Background: an optimization exercise with open tools, aiming at small area. Do not read the settings as production practice. The RTL was checked by simulation tests, not by an equivalence proof against the original design. Power and IR drop assume default switching activity.

$ cat flow/config.mk
export PLATFORM = sky130hd
export DESIGN_NAME = mini_cpu
export DESIGN_NICKNAME = mini_cpu
export VERILOG_FILES = /design/flow/design.v
export SDC_FILE = /design/flow/constraint.sdc
export NUM_CORES = 4
export LEC_CHECK = 0
export CAP_MARGIN = 20
export CORE_MARGIN = 2
export CORE_UTILIZATION = 40
export SLEW_MARGIN = 20
$ cat flow/constraint.sdc
create_clock -name core_clock -period 15.0 [get_ports {clock}]
set_input_delay 3.0000 -clock core_clock [delete_from_list [all_inputs] [get_ports {clock}]]
set_output_delay 3.0000 -clock core_clock [all_outputs]
set_load 0.01 [all_outputs]
$ cat flow/design.v
module UC(
    input [17:0] sw,
    input ligar,
    input enviar,
    output [3:0] dest,
    output [3:0] src1,
    output [3:0] src2,
    output [15:0] imm_ext,
    output reg alu_src,
    output reg [2:0] alu_op,
    output reg write_enable,
	 output reg clear
);
    wire [2:0] opcode = sw[17:15];
    assign dest = sw[14:11];
    assign src1 = sw[10:7];
    assign src2 = sw[6:3];
    wire       sinal = sw[6];
    wire [5:0] valor = sw[5:0];
    assign imm_ext = (sinal) ? -{10'b0, valor} : {10'b0, valor};
    always @(*) begin
        write_enable = 0;
        alu_op = 3'b000;
        alu_src = 0;
		  clear=0;
        case (opcode)
            3'b000: begin  
                write_enable = 1;
                alu_src = 1;      
                alu_op = 3'b000;  
            end
            3'b001: begin  
                write_enable = 1;
                alu_src = 0;
                alu_op = 3'b001;
            end
            3'b010: begin  
                write_enable = 1;
                alu_src = 1;
                alu_op = 3'b001;   
            end
            3'b011: begin  
                write_enable = 1;
                alu_src = 0;
                alu_op = 3'b011;
            end
            3'b100: begin  
                write_enable = 1;
                alu_src = 1;
                alu_op = 3'b011;
            end
            3'b101: begin  
                write_enable = 1;
                alu_src = 0;
                alu_op = 3'b101;
            end
				3'b110: begin  
					write_enable = 1;
               alu_src = 0;
               alu_op = 3'b110;
					clear = 1;
				end
        endcase
    end
endmodule
module alu (
    input [15:0] A,
    input [15:0] B,
    input [2:0] op,
    output reg [15:0] result
);
    always @(*) begin
        case(op)
            3'b000: result = B;         
            3'b001: result = A + B;     
            3'b011: result = A - B;     
            3'b101: result = A * B;     
            default: result = 16'd0;
        endcase
    end
endmodule
module memory (
    input clock,
    input reset,           
    input write_enable,    
    input [3:0] addr_dest,  
    input [3:0] addr_src1,  
    input [3:0] addr_src2,  
    input [15:0] data_in,   
    output [15:0] out_src1,  
    output [15:0] out_src2   
);
    reg [15:0] ram [0:15];
    integer i;
    assign out_src1 = ram[addr_src1];
    assign out_src2 = ram[addr_src2];
    always @(posedge clock) begin
        if (reset) begin
            for (i = 0; i < 16; i = i + 1) begin
                ram[i] <= 16'b0;
            end
        end
        else if (write_enable) begin
            ram[addr_dest] <= data_in;
        end
    end
endmodule
module lcd_controller (
    input clk,
    input reset,
    input [7:0] data_in,
    input rs_in,
    input start,
    output reg done,
    output [7:0] LCD_DATA,
    output reg LCD_RS,
    output LCD_RW,
    output reg LCD_EN,
    output LCD_ON,
    output LCD_BLON
);
    assign LCD_RW   = 1'b0; 
    assign LCD_ON   = 1'b1; 
    assign LCD_BLON = 1'b1; 
    assign LCD_DATA = data_bus;
    reg [7:0] data_bus;
    reg [31:0] contador;  
    localparam IDLE      = 0;
    localparam SETUP     = 1; 
    localparam PULSE_HI  = 2; 
    localparam PULSE_LO  = 3; 
    localparam WAIT_HOLD = 4; 
    reg [2:0] estado;
    localparam DELAY_SAFE = 32'd250; 
    localparam PULSE_WIDTH = 32'd10;
    always @(posedge clk) begin
        if (reset) begin
            estado <= IDLE;
            LCD_EN <= 0;
            LCD_RS <= 0;
            done <= 0;
            data_bus <= 8'h00;
            contador <= 0;
        end 
        else begin
            case (estado)
                IDLE: begin
                    done <= 0;
                    LCD_EN <= 0;
                    if (start) begin
                        data_bus <= data_in;
                        LCD_RS   <= rs_in;
                        estado   <= SETUP;
                        contador <= 0;
                    end
                end
                SETUP: begin
                    LCD_EN <= 0;
                    if (contador < PULSE_WIDTH) begin
                        contador <= contador + 1'b1;
                    end else begin
                        estado <= PULSE_HI;
                        contador <= 0;
                    end
                end
                PULSE_HI: begin
                    LCD_EN <= 1;
                    if (contador < PULSE_WIDTH) begin
                        contador <= contador + 1'b1;
                    end else begin
                        estado <= PULSE_LO;
                        contador <= 0;
                    end
                end
                PULSE_LO: begin
                    LCD_EN <= 0;
                    estado <= WAIT_HOLD;
                    contador <= 0;
                end
                WAIT_HOLD: begin
                    if (contador < DELAY_SAFE) begin
                        contador <= contador + 1'b1;
                    end else begin
                        done <= 1;
                        estado <= IDLE;
                    end
                end
            endcase
        end
    end
endmodule
module lcd_ini (
    input clk,
    input reset,
    input [2:0] opcode_in,
    input [3:0] reg_index_in,
    input [15:0] reg_value_in,
    input update_in, 
    output [7:0] LCD_DATA,
    output LCD_RS, LCD_RW, LCD_EN, LCD_ON, LCD_BLON,
    output reg inicializado
);
    reg [7:0] lcd_data_in;
    reg lcd_rs_in;
    reg lcd_start;
    wire lcd_done;
	 reg [15:0] num;
	 reg sinal;
    lcd_controller u_lcd_driver (
        .clk(clk), .reset(reset),
        .data_in(lcd_data_in), .rs_in(lcd_rs_in), .start(lcd_start), .done(lcd_done),
        .LCD_DATA(LCD_DATA), .LCD_RS(LCD_RS), .LCD_RW(LCD_RW), .LCD_EN(LCD_EN),
        .LCD_ON(LCD_ON), .LCD_BLON(LCD_BLON)
    );
    reg [4:0] state; 
    reg [31:0] delay_boot; 
    reg [7:0] mensagem [0:31]; 
    reg [5:0] char_index;  
    reg update_prev;
    wire update_posedge;
    assign update_posedge = update_in && !update_prev; 
    integer i;
	 integer j;
    localparam CMD_INIT_FUNC = 8'h38;
    localparam CMD_DISPLAY   = 8'h0C;
    localparam CMD_CLEAR     = 8'h01;
    localparam CMD_ENTRY     = 8'h06;
    localparam CMD_NEW_LINE  = 8'hC0;
    localparam CMD_HOME      = 8'h02;
    always @(posedge clk) begin
        if (reset) begin
            state <= 0;
            lcd_start <= 0;
            inicializado <= 0;
            delay_boot <= 0;
            char_index <= 0;
            update_prev <= 0;
            for(i=0; i<32; i=i+1) mensagem[i] <= " ";
        end else begin
            update_prev <= update_in;
            case (state)
                0: begin 
                    if (delay_boot < 32'd1_000) delay_boot <= delay_boot + 1'b1; 
                    else state <= 1; 
                end
                1: begin lcd_data_in <= CMD_INIT_FUNC; lcd_rs_in <= 0; lcd_start <= 1; state <= 2; end
                2: begin if (lcd_start) lcd_start <= 0; if (lcd_done) state <= 3; end
                3: begin lcd_data_in <= CMD_DISPLAY;   lcd_rs_in <= 0; lcd_start <= 1; state <= 4; end
                4: begin if (lcd_start) lcd_start <= 0; if (lcd_done) state <= 5; end
                5: begin lcd_data_in <= CMD_CLEAR;     lcd_rs_in <= 0; lcd_start <= 1; state <= 6; end
                6: begin if (lcd_start) lcd_start <= 0; if (lcd_done) state <= 7; end
                7: begin lcd_data_in <= CMD_ENTRY;     lcd_rs_in <= 0; lcd_start <= 1; state <= 8; end
                8: begin 
                    if (lcd_start) lcd_start <= 0; 
                    if (lcd_done) begin 
                        inicializado <= 1; 
                        state <= 11;  
                    end 
                end
                11: begin
                    if (update_posedge) begin
                        state <= 12; 
                    end
                end
                12: begin
                    for(i=0; i<32; i=i+1) mensagem[i] = " ";
                    case(opcode_in)
                        3'b000: begin mensagem[0]="L"; mensagem[1]="O"; mensagem[2]="A"; mensagem[3]="D"; end
                        3'b001: begin mensagem[0]="A"; mensagem[1]="D"; mensagem[2]="D"; end
                        3'b010: begin mensagem[0]="A"; mensagem[1]="D"; mensagem[2]="D"; mensagem[3]="I"; end
                        3'b011: begin mensagem[0]="S"; mensagem[1]="U"; mensagem[2]="B"; end
                        3'b100: begin mensagem[0]="S"; mensagem[1]="U"; mensagem[2]="B"; mensagem[3]="I"; end
                        3'b101: begin mensagem[0]="M"; mensagem[1]="U"; mensagem[2]="L"; end
                        3'b110: begin mensagem[0]="C"; mensagem[1]="L"; mensagem[2]="R"; mensagem[3]="R"; end
                        default:begin mensagem[0]="?"; end
                    endcase
                    mensagem[10] = "[";
						  mensagem[11] = reg_index_in[3]? "1" : "0";
						  mensagem[12] = reg_index_in[2]? "1" : "0";
						  mensagem[13] = reg_index_in[1]? "1" : "0";
						  mensagem[14] = reg_index_in[0]? "1" : "0";
						  mensagem[15] = "]";
                    if (opcode_in == 3'b110) begin 
                         mensagem[16]="O"; mensagem[17]="K"; 
                    end else begin
								sinal = reg_value_in[15];
								if (sinal) begin
								  num = (~reg_value_in) + 1;  
								 end else begin
									  num = reg_value_in;
								 end
                         mensagem[31] = (num%10) + "0";
								 num=num/10;
                         mensagem[30] = (num%10) + "0";
								 num=num/10;
                         mensagem[29] = (num%10) + "0";
								 num=num/10;
                         mensagem[28] = (num%10) + "0";
								 num=num/10;
                         mensagem[27] = (num%10) + "0";
								 mensagem[26] = sinal?"-":"+";
                    end
                    state <= 13; 
                end
                13: begin lcd_data_in <= CMD_HOME; lcd_rs_in <= 0; lcd_start <= 1; state <= 14; end
                14: begin if (lcd_start) lcd_start <= 0; if (lcd_done) begin char_index <= 0; state <= 9; end end
                9: begin
                    if (char_index == 32) begin
                        state <= 11;  
                    end 
                    else if (char_index == 16) begin
                        lcd_data_in <= CMD_NEW_LINE; 
                        lcd_rs_in   <= 0;  
                        lcd_start   <= 1;
                        state       <= 15;  
                    end 
                    else begin
                        lcd_data_in <= mensagem[char_index];
                        lcd_rs_in   <= 1;  
                        lcd_start   <= 1;
                        state       <= 10;
                    end
                end
                10: begin 
                    if (lcd_start) lcd_start <= 0;
                    if (lcd_done) begin 
                        char_index <= char_index + 1'b1;
                        state <= 9; 
                    end
                end
                15: begin
                    if (lcd_start) lcd_start <= 0;
                    if (lcd_done) begin
                        lcd_data_in <= mensagem[16];
                        lcd_rs_in   <= 1;  
                        lcd_start   <= 1;
                        state       <= 16;  
                    end
                end
                16: begin
                    if (lcd_start) lcd_start <= 0;
                    if (lcd_done) begin
                        char_index <= 17;  
                        state <= 9;
                    end
                end
            endcase
        end
    end
endmodule
module mini_cpu (
    input clock,
    input reset,         
    input enviar,        
    input [17:0] sw,     
    output [15:0] ledr,  
    output [7:0] ledg,   
    output [7:0] LCD_DATA,
    output LCD_RS, LCD_RW, LCD_EN, LCD_ON, LCD_BLON
);
    wire [2:0] opcode; 
    assign opcode = sw[17:15]; 
    wire [3:0] dest, src1, src2;
    wire [15:0] imm_ext_uc;
    wire alu_src_uc;        
    wire [2:0] alu_op_uc;   
    wire write_enable_uc;   
    wire resetMemory;       
    wire [15:0] dado_reg1, dado_reg2;
    wire [15:0] entrada_b_ula; 
    wire [15:0] resultado_ula; 
    reg fsm_write_enable;        
    reg [15:0] dado_para_gravar; 
    reg [2:0]  lcd_opcode_reg;
    reg [3:0]  lcd_dest_reg;
    reg [15:0] lcd_value_reg;
    reg        lcd_update_signal;
    UC unidade_controle (
        .sw(sw),
        .ligar(1'b1), 
        .enviar(enviar),
        .dest(), .src1(src1), .src2(src2), 
        .imm_ext(imm_ext_uc),
        .alu_src(alu_src_uc),
        .alu_op(alu_op_uc),
        .write_enable(write_enable_uc),
        .clear(resetMemory)
    );
    assign dest = sw[14:11]; 
    memory banco_registradores (
        .clock(clock),
        .reset(~reset || resetMemory),       
        .write_enable(fsm_write_enable), 
        .addr_dest(dest),     
        .addr_src1(src1),     
        .addr_src2(src2),     
        .data_in(dado_para_gravar), 
        .out_src1(dado_reg1), 
        .out_src2(dado_reg2)  
    );
    assign entrada_b_ula = (alu_src_uc) ? imm_ext_uc : dado_reg2;
    alu ula (
        .A(dado_reg1),       
        .B(entrada_b_ula),   
        .op(alu_op_uc),      
        .result(resultado_ula)
    );
    wire lcd_pronto;
    lcd_ini meu_lcd (
        .clk(clock),
        .reset(~reset), 
        .opcode_in(opcode), 
        .reg_index_in(dest),
        .reg_value_in(lcd_value_reg),
        .update_in(lcd_update_signal), 
        .LCD_DATA(LCD_DATA),
        .LCD_RS(LCD_RS), .LCD_RW(LCD_RW), .LCD_EN(LCD_EN),
        .LCD_ON(LCD_ON), .LCD_BLON(LCD_BLON),
        .inicializado(lcd_pronto)
    );
    reg [2:0] estado;
    localparam IDLE     = 3'd0;
    localparam DECODE   = 3'd1;
    localparam EXECUTE  = 3'd2;
    localparam WRITE    = 3'd3;
    localparam WAIT_REL = 3'd4;
    assign ledg = {lcd_pronto, 4'b0, estado}; 
    assign ledr = dado_para_gravar; 
    always @(posedge clock) begin
        if (~reset) begin 
            estado <= IDLE;
            fsm_write_enable <= 0;
            dado_para_gravar <= 0;
            lcd_opcode_reg <= 3'b111;
            lcd_dest_reg <= 0;
            lcd_value_reg <= 0;
            lcd_update_signal <= 0;
        end else begin
            case (estado)
                IDLE: begin
                    fsm_write_enable <= 0;
                    lcd_update_signal <= 0; 
                    if (!enviar) estado <= DECODE; 
                end
                DECODE: begin
                    if (opcode == 3'b000) begin 
                        dado_para_gravar <= imm_ext_uc;
                        estado <= WRITE;
                    end else begin
                        estado <= EXECUTE; 
                    end
                end
                EXECUTE: begin
                    dado_para_gravar <= resultado_ula;
                    estado <= WRITE;
                end
                WRITE: begin
                    if (write_enable_uc) fsm_write_enable <= 1;
                    lcd_opcode_reg <= opcode;
                    lcd_dest_reg   <= dest;
                    lcd_value_reg  <= dado_para_gravar;
                    lcd_update_signal <= 1; 
                    estado <= WAIT_REL;
                end
                WAIT_REL: begin
                    fsm_write_enable <= 0; 
                    if (enviar) begin  
                        lcd_update_signal <= 0;  
                        estado <= IDLE;
                    end
                end
            endcase
        end
    end
endmodule
$ cat flow/run.sh
#!/bin/bash
# synth_recipe.tcl (not shown) runs the flow's synth.tcl, then flattens the netlist and writes it again
# the make line also repeats each setting of config.mk as NAME=value (left out here)
make -C /OpenROAD-flow-scripts/flow DESIGN_CONFIG=/design/flow/config.mk WORK_HOME=/design/flow/orfs CLKGATE_MAP_FILE= SYNTH_SCRIPT=/design/flow/synth_recipe.tcl finish
==> results by group <==
Outcome
  – Outcome: finished clean

Synthesis
  – Share of the synthesized area in the top cell type: 24.21%
  – Top-count cell post-synth: and2_1
  – Ys Warns: 7
  – Avg Synthesized Cell Area: 9.938 sq um
  – Synth top area cells: edfxtp_1, dfxtp_1, mux4_2
  – Area leader, netlist: edfxtp_1
  – Most used DFF post-synth: edfxtp_1
  – Post-Syn Area: 32870 sq um
  – Sequential fraction of the synthesis area: 36.40%
  – Post-synth EDFFs: 265
  – FF+latch count, synth: 465
  – Async S/R FF share, synth: 0%
  – Mapped Cells: 3307
  – Count of different cell masters after synthesis: 116
  – Post-synth top cells: and2_1, nand2_1, edfxtp_1

Pwr
  – Power density cells: 118.2 nW/um^2
  – Pleak: 13.96 nW
  – Worst vdd ir: 0.00008417 V

Placed design
  – DP Wirelength: 65.63 mm
  – Port buffer count: 50
  – GPL Wtd Cong: 0.9268

Finish
  – Final-layout fill cell count: 7746
  – Top reg by flops: banco_registradores.ram
  – Area of the multi-input gates: 19540 sq um
  – Area growth from synthesis to layout: 9.350%
  – Max reg flops: 256
  – Share of cells above drive strength 1: 11.47%
  – Largest registers: banco_registradores.ram (256), meu_lcd.mensagem (71)
  – Layout Nets: 3470
  – Number of diodes: 0
  – Area occupied by registers: 11960 sq um
  – Post-layout util: 43.98%

Clocking
  – Root Buffer: clkbuf_16
  – CTS Buffer Depth: 3
  – CTS Buf Count: 48
  – H-tree depth: 2
  – CTS tree: built
  – Worst skew pair latency: 0.63 ns
  – CTS Sinks: 465
  – Clock Pin Slew Worst Setup and Hold Paths: 0.06 ns
  – Post-CTS Resized: 0
  – Hold Buf Count CTS: 0
  – Setup Buffers After CTS: 0

Routing
  – Routed vias/inst: 5.779
  – Routed wire length: 92.79 mm
  – Detailed Route Iter0 Violations: 2431
  – Residual DRC: 0
  – Post-route ant nets: 0
  – WL per Instance: 21.21 microns
  – Total number of vias: 25284
  – First-pass DRT Iterations: 5

Timing
  – Hold Vio Cnt, Final: 0
  – Clock Skew: 0.05671 ns
  – RSZ-0062 raised after global routing: false
  – Worst Tran Pin Value: 1.212 ns
  – Slew Viols, Final: 0
  – Final setup viols: 0
  – Relative slew margins: 19.23%
  – Period utilization: 71.09%
  – Max Freq: 93.78 MHz
  – Min Hold Slack: 0.4501 ns
  – Setup TNS: 0 ns
  – Crit path time final: 10.66 ns

Floorplan
  – Vert. Die Dim: 290.6 microns
  – Starting Density: 40.22%
  – Die area: 84470 sq um
  – I/O pins: 58
  – Row count: 105
  – Core area: 81720 sq um
  – Die W: 290.6 microns

Setup path
  – Top Family by Delay on Critical Path: adder cells
  – Critical Path Sink Type: flop
  – Critical-path cell with the highest stage delay: a21oi_1
  – Startpoint types: input port
  – Stages on worst setup path: 26
  – CP most frequent cell: xnor2_1
  – Reg2Reg Depth: 33
  – Critical Path AT: 11.20 ns
  – Worst path max stage delay: 0.97 ns
  – CP Max Fanout: 40
  – Worst Path Required: 15.53 ns
  – Worst Path Class, Setup: in2reg
  – Crit path buf inv count: 5

Global route
  – Number of global-route vias before repair: 24347
  – Antenna violations before repair: 2
  – Overall Global Routing Usage: 21.72%
  – First-pass GRT wire length: 145.3 mm
  – Largest net degree at the start of global routing: 82
  – Gr ovfl total: 0

Hold path
  – Hold Crit Depth: 2
  – Hold Path Class: reg2reg

Job
  – Max Cap Viol: 0
[cell families (layout without fill, tap and decap cells)]
group	Yosys count	after routing	synth area share, %
xor gates and xnor gates	143	143	3.811
adders and majority gates	185	185	8.882
AOI/OAI and AO/OA	681	681	14.47
muxes	205	205	12.34
buffers and inverters	378	370	4.561
other	2	8	0.02285
and+or+nand+nor	1248	1248	19.52
DFF	465	465	36.40
[tightest hold or removal path, stage by stage (launching register included)]
cell	delay, ns
dfxtp_1	0.31
nand2_1	0.05
o21ai_1	0.05
[cell type report]
class,instances,area share [%]
clock buffer,68,3.579
clock inverter,21,0.5745
inverter,168,1.793
multi-input combinational,2470,54.36
sequential,465,33.28
tap,1070,3.725
timing repair buffer,113,2.688
[through the flow]
stage                     total power, mW  cell area, sq um  instances  worst slack (ns)
after global placement              3.108             34390       4284             3.835
after floorplan                     2.685             32890       3313             3.954
after detailed placement            3.118             34440       4286             3.775
after global routing                4.518             35940       4375             3.535
final                               4.247             35940       4375             4.337
after CTS                           4.269             35930       4375             4.378
[layout by cell type (no fill, tap or decap), drive strengths merged, types with 95 or more instances in the layout]
cell    instances
xnor2          95
dfxtp         200
ha            102
and2          331
inv           162
a21oi         138
nand2         314
mux4          157
edfxtp        265
nor2          225
o21ai         153
[per-layer routing]
layer / track usage, % / share of wire (%)
met2: 33.90 / 44
met1: 31.40 / 46
met3: 3.113 / 6.9
met5: 0 / 0
met4: 6.180 / 2.9
[where the power goes]
group          switching [mW]  internal, mW
sequential             0.0544          1.41
clock                   0.522         0.623
combinational           0.960         0.682
total                    1.54          2.71
[path summary, 6_finish.rpt]
path | startpoint | endpoint | slack (ns)
max | sw[3] | dado_para_gravar[15] | 4.34
min | meu_lcd.mensagem[29][7] | meu_lcd.mensagem[29][7] | 0.45
max reg2reg | lcd_value_reg[2] | meu_lcd.mensagem[30][6] | 4.37
min reg2reg | meu_lcd.mensagem[29][7] | meu_lcd.mensagem[29][7] | 0.45

re-timing with driven ports:
Ports are ideal in the flow. The routed layout listed here was re-timed in OpenROAD. Step 1 (the two cells are an assumption about what drives the block):
set clk [get_ports {clock}]
set_driving_cell -lib_cell sky130_fd_sc_hd__clkbuf_16 $clk
set_driving_cell -lib_cell sky130_fd_sc_hd__buf_2 [delete_from_list [all_inputs] $clk]
Step 2 times the ports against the registers' clock, not the clock port: input delays grow and output delays shrink by t, the midpoint of the rising clock arrivals with the driver on. Slacks: ideal ports / drivers / drivers and shift; pairs: ideal ports / drivers.
shift t [ns]: 0.657
slack for setup (ns): 4.337 / 4.368 / 3.712
worst register clock-pin slew, ns: 0.07 / 0.07
After both steps setup and hold are still met in this run. For this run, drivers alone change the setup slack by +0.031 ns; drivers and shift together by -0.625 ns.
